Background: an optimization exercise with open tools, aiming at a short achievable clock period and few clock cycles. Do not read the settings as production practice.
The RTL was checked by simulation tests, not by an equivalence proof against the original design.
Power is estimated from default activity; no workload was simulated.

Setup of old:
## mips_cpu
module mips_cpu(rst,clk,imem_addr,imem_rdata,dmem_addr,dmem_wdata,dmem_we,dmem_rdata);
==> flow/config.mk <==
export PLATFORM = sky130hd
export DESIGN_NAME = mips_cpu
export DESIGN_NICKNAME = mips_cpu
export VERILOG_FILES = /design/flow/design.v
export SDC_FILE = /design/flow/constraint.sdc
export NUM_CORES = 8
export LEC_CHECK = 0
export ABC_CLOCK_PERIOD_IN_PS = 3000
export CAP_MARGIN = 20
export CORE_MARGIN = 2
export CORE_UTILIZATION = 40
export PLACE_DENSITY = 0.55
export SLEW_MARGIN = 20
==> flow/constraint.sdc <==
create_clock -name core_clock -period 12.0 [get_ports {clk}]
set_input_delay 2.4000 -clock core_clock [delete_from_list [all_inputs] [get_ports {clk}]]
set_output_delay 2.4000 -clock core_clock [all_outputs]
set_load 0.01 [all_outputs]
standard.sh (not shown) runs the stock make flow with config.mk's settings and CLKGATE_MAP_FILE= SYNTH_SCRIPT=/design/flow/synth_recipe.tcl, a recipe that flattens the netlist after the stock synthesis.
==> flow/flow/run.sh <==
#!/bin/bash
# Layout flow: the standard ORFS flow (standard.sh: the standard synthesis script,
# floorplan, power grid, placement, CTS and routing), with these changes in how the
# layout is made, none in what is measured (the SDC, clock period and I/O constraints
# are the design's own):
#  - the I/O port buffers are buf_8 cells rather than the delay buffer that
#    buffer_ports picks by itself;
#  - besides the platform's own don't-use cells, the slow cells with four
#    transistors in series (or4*, nor4*, a2111*, o2111*, o41*, a41*) and the ones with
#    three p-transistors in series (or3*, nor3*, o31*, o311*, o32*, a311*), listed in
#    flow/extra_dont_use.txt) are not used;
#  - after the global-route timing repair, flow/post_grt.tcl repairs the max slew and
#    max capacitance violations that repair's moves may leave.
# Each ORFS step's full log is in orfs/logs/; make's own output is in flow_make.log.
set -euo pipefail
here=$(cd "$(dirname "$0")" && pwd)
plat=$(sed -n '/^export DONT_USE_CELLS/,/^#/p' "$FLOW_HOME/platforms/sky130hd/config.mk" \
       | grep -o 'sky130_fd_sc_hd__[a-z0-9_]*' | tr '\n' ' ')
extra=$(tr '\n' ' ' < "$here/extra_dont_use.txt")
bash standard.sh SETUP_SLACK_MARGIN=8.5 TNS_END_PERCENT=100 \
  "BUFFER_PORTS_ARGS=-buffer_cell sky130_fd_sc_hd__buf_8" \
  "DONT_USE_CELLS=$plat $extra" "POST_GLOBAL_ROUTE_TCL=$here/post_grt.tcl" finish > flow_make.log 2>&1
Other scripts of this flow, unchanged in this note and not shown: flow/flow/extra_dont_use.txt, flow/flow/post_grt.tcl
Testbench counts of old, summed over its fixed seeds: cycles 56,620.
> inputs changed (old -> new)
diff --git a/flow/design.v b/flow/design.v
--- a/flow/design.v
+++ b/flow/design.v
@@ -202,21 +202,18 @@
     wire zknown = e_addi & ~e_kill & (((rt == 5'd0) & fa_m) | ((rs == 5'd0) & fb_m));
     wire f_pred = f_beq & (zknown ? e_az : ((rs == rt) | ins[15]));
     wire        mispredict;
     wire [29:0] redirect;
     wire [31:0] res;
     wire [31:0] a, bf, b;    
     wire [31:0] wb;
     wire [31:0] imm32 = {{16{ins[15]}}, ins[15:0]};
     wire        isrc  = f_ri | f_sw;
-    wire ra_m = fa_m, ra_w = ~fa_m & fa_w, ra_r = ~fa_m & ~fa_w;
-    wire rb_m = fb_m, rb_w = ~fb_m & fb_w, rb_r = ~fb_m & ~fb_w;
-    wire bb_m = rb_m & ~isrc, bb_w = rb_w & ~isrc, bb_r = rb_r & ~isrc;
     wire [29:0] pc_next = mispredict ? redirect :
                           stall      ? pci :
                           f_j        ? jt :
                           f_pred     ? bt : npc;
     always @(negedge rst or posedge clk) begin
         if (!rst) begin
             pc  <= 30'd0;
             pcn <= {30{1'b1}};
             e_kill <= 1'b0;
@@ -235,24 +232,24 @@
         e_pred <= f_pred;
         e_addi <= f_addi & f_wen;
         e_nimm <= 32'd0 - {{16{ins[15]}}, ins[15:0]};
         e_fok  <= fok;
         e_rd   <= f_dst;
         e_rs4  <= rs[4];
         e_rt4  <= rt[4];
         e_rs4n <= ~rs[4];
         e_rt4n <= ~rt[4];
-        e_rsl  <= ({32{ra_m}} & res) | ({32{ra_w}} & wb) | ({32{ra_r}} & rsl);
-        e_rsh  <= ({32{ra_m}} & res) | ({32{ra_w}} & wb) | ({32{ra_r}} & rsh);
-        e_rtl  <= ({32{rb_m}} & res) | ({32{rb_w}} & wb) | ({32{rb_r}} & rtl);
-        e_rth  <= ({32{rb_m}} & res) | ({32{rb_w}} & wb) | ({32{rb_r}} & rth);
-        e_bl   <= ({32{bb_m}} & res) | ({32{bb_w}} & wb) | ({32{bb_r}} & rtl) | ({32{isrc}} & imm32);
-        e_bh   <= ({32{bb_m}} & res) | ({32{bb_w}} & wb) | ({32{bb_r}} & rth) | ({32{isrc}} & imm32);
+        e_rsl  <= fa_m ? res : fa_w ? wb : rsl;
+        e_rsh  <= fa_m ? res : fa_w ? wb : rsh;
+        e_rtl  <= fb_m ? res : fb_w ? wb : rtl;
+        e_rth  <= fb_m ? res : fb_w ? wb : rth;
+        e_bl   <= (fb_m & ~isrc) ? res : isrc ? imm32 : fb_w ? wb : rtl;
+        e_bh   <= (fb_m & ~isrc) ? res : isrc ? imm32 : fb_w ? wb : rth;
         e_imm  <= ins[15:0];
         e_sh   <= ins[10:6];
         e_fb_l <= fb_m & ev_lw;
         s_add  <= f_add | f_addi | f_lw | f_sw;
         s_sub  <= f_sub;
         s_and  <= f_and;
         s_or   <= f_or | f_ori;
         s_slt  <= f_slt;
         s_sll  <= f_sll;
### Flow results
Result: PASS for each of new and old
Comparing new and old, the lower area after synthesis is on old.
In new, power consumed by the clock network is higher than in old.
In the metrics for new and old, the one carrying the lower die footprint is old.
The final reports for new and old show setup slack after layout higher in the former.
Compared with old, new shows a sequential portion of the cell area that is 0.19 points lower.
Looking at worst IR drop on VDD, new sits above old.
old → new: clock network power share now larger, utilization decreased by 0.35 points relative to the old numbers.
First-pass GRT wire length for new: about 1.1% down relative to old
old → new: total vias in the final route rose by 1762, count of buffers not belonging to the clock network in the layout rose by 31.
Fraction of cell area in non-clock buffers, new and old: larger value in old
Relative to old, the number of buffers created by CTS measured on new has decreased slightly.
Testbench counts of new, summed over its fixed seeds: cycles 56,620.

==> what the ideal ports hide <==
No port has a modelled driver above. Below, the same layouts with a new extraction and two added sets of constraints. Step 1, drivers: a clkbuf_16 drives clk and a buf_2 each remaining input, both assumed. Step 2 also shifts input and output timing later by t, the mid clock arrival at the registers, as if the neighbouring blocks saw the same clock. a / b / c = ideal / step 1 / step 2; a / b = the first two.
| run | shift t [ns] | setup slack, ns | pins driven straight from the clock port |
|---|---|---|---|
| old | 0.922 | 7.946 / 7.952 / 7.030 | 1 |
| new | 0.911 | 8.078 / 8.089 / 7.208 | 1 |
After both steps setup and hold are still met in every run listed. The setup slack of old, which loses most, moves by +0.006 ns with the drivers and by -0.916 ns with both steps.
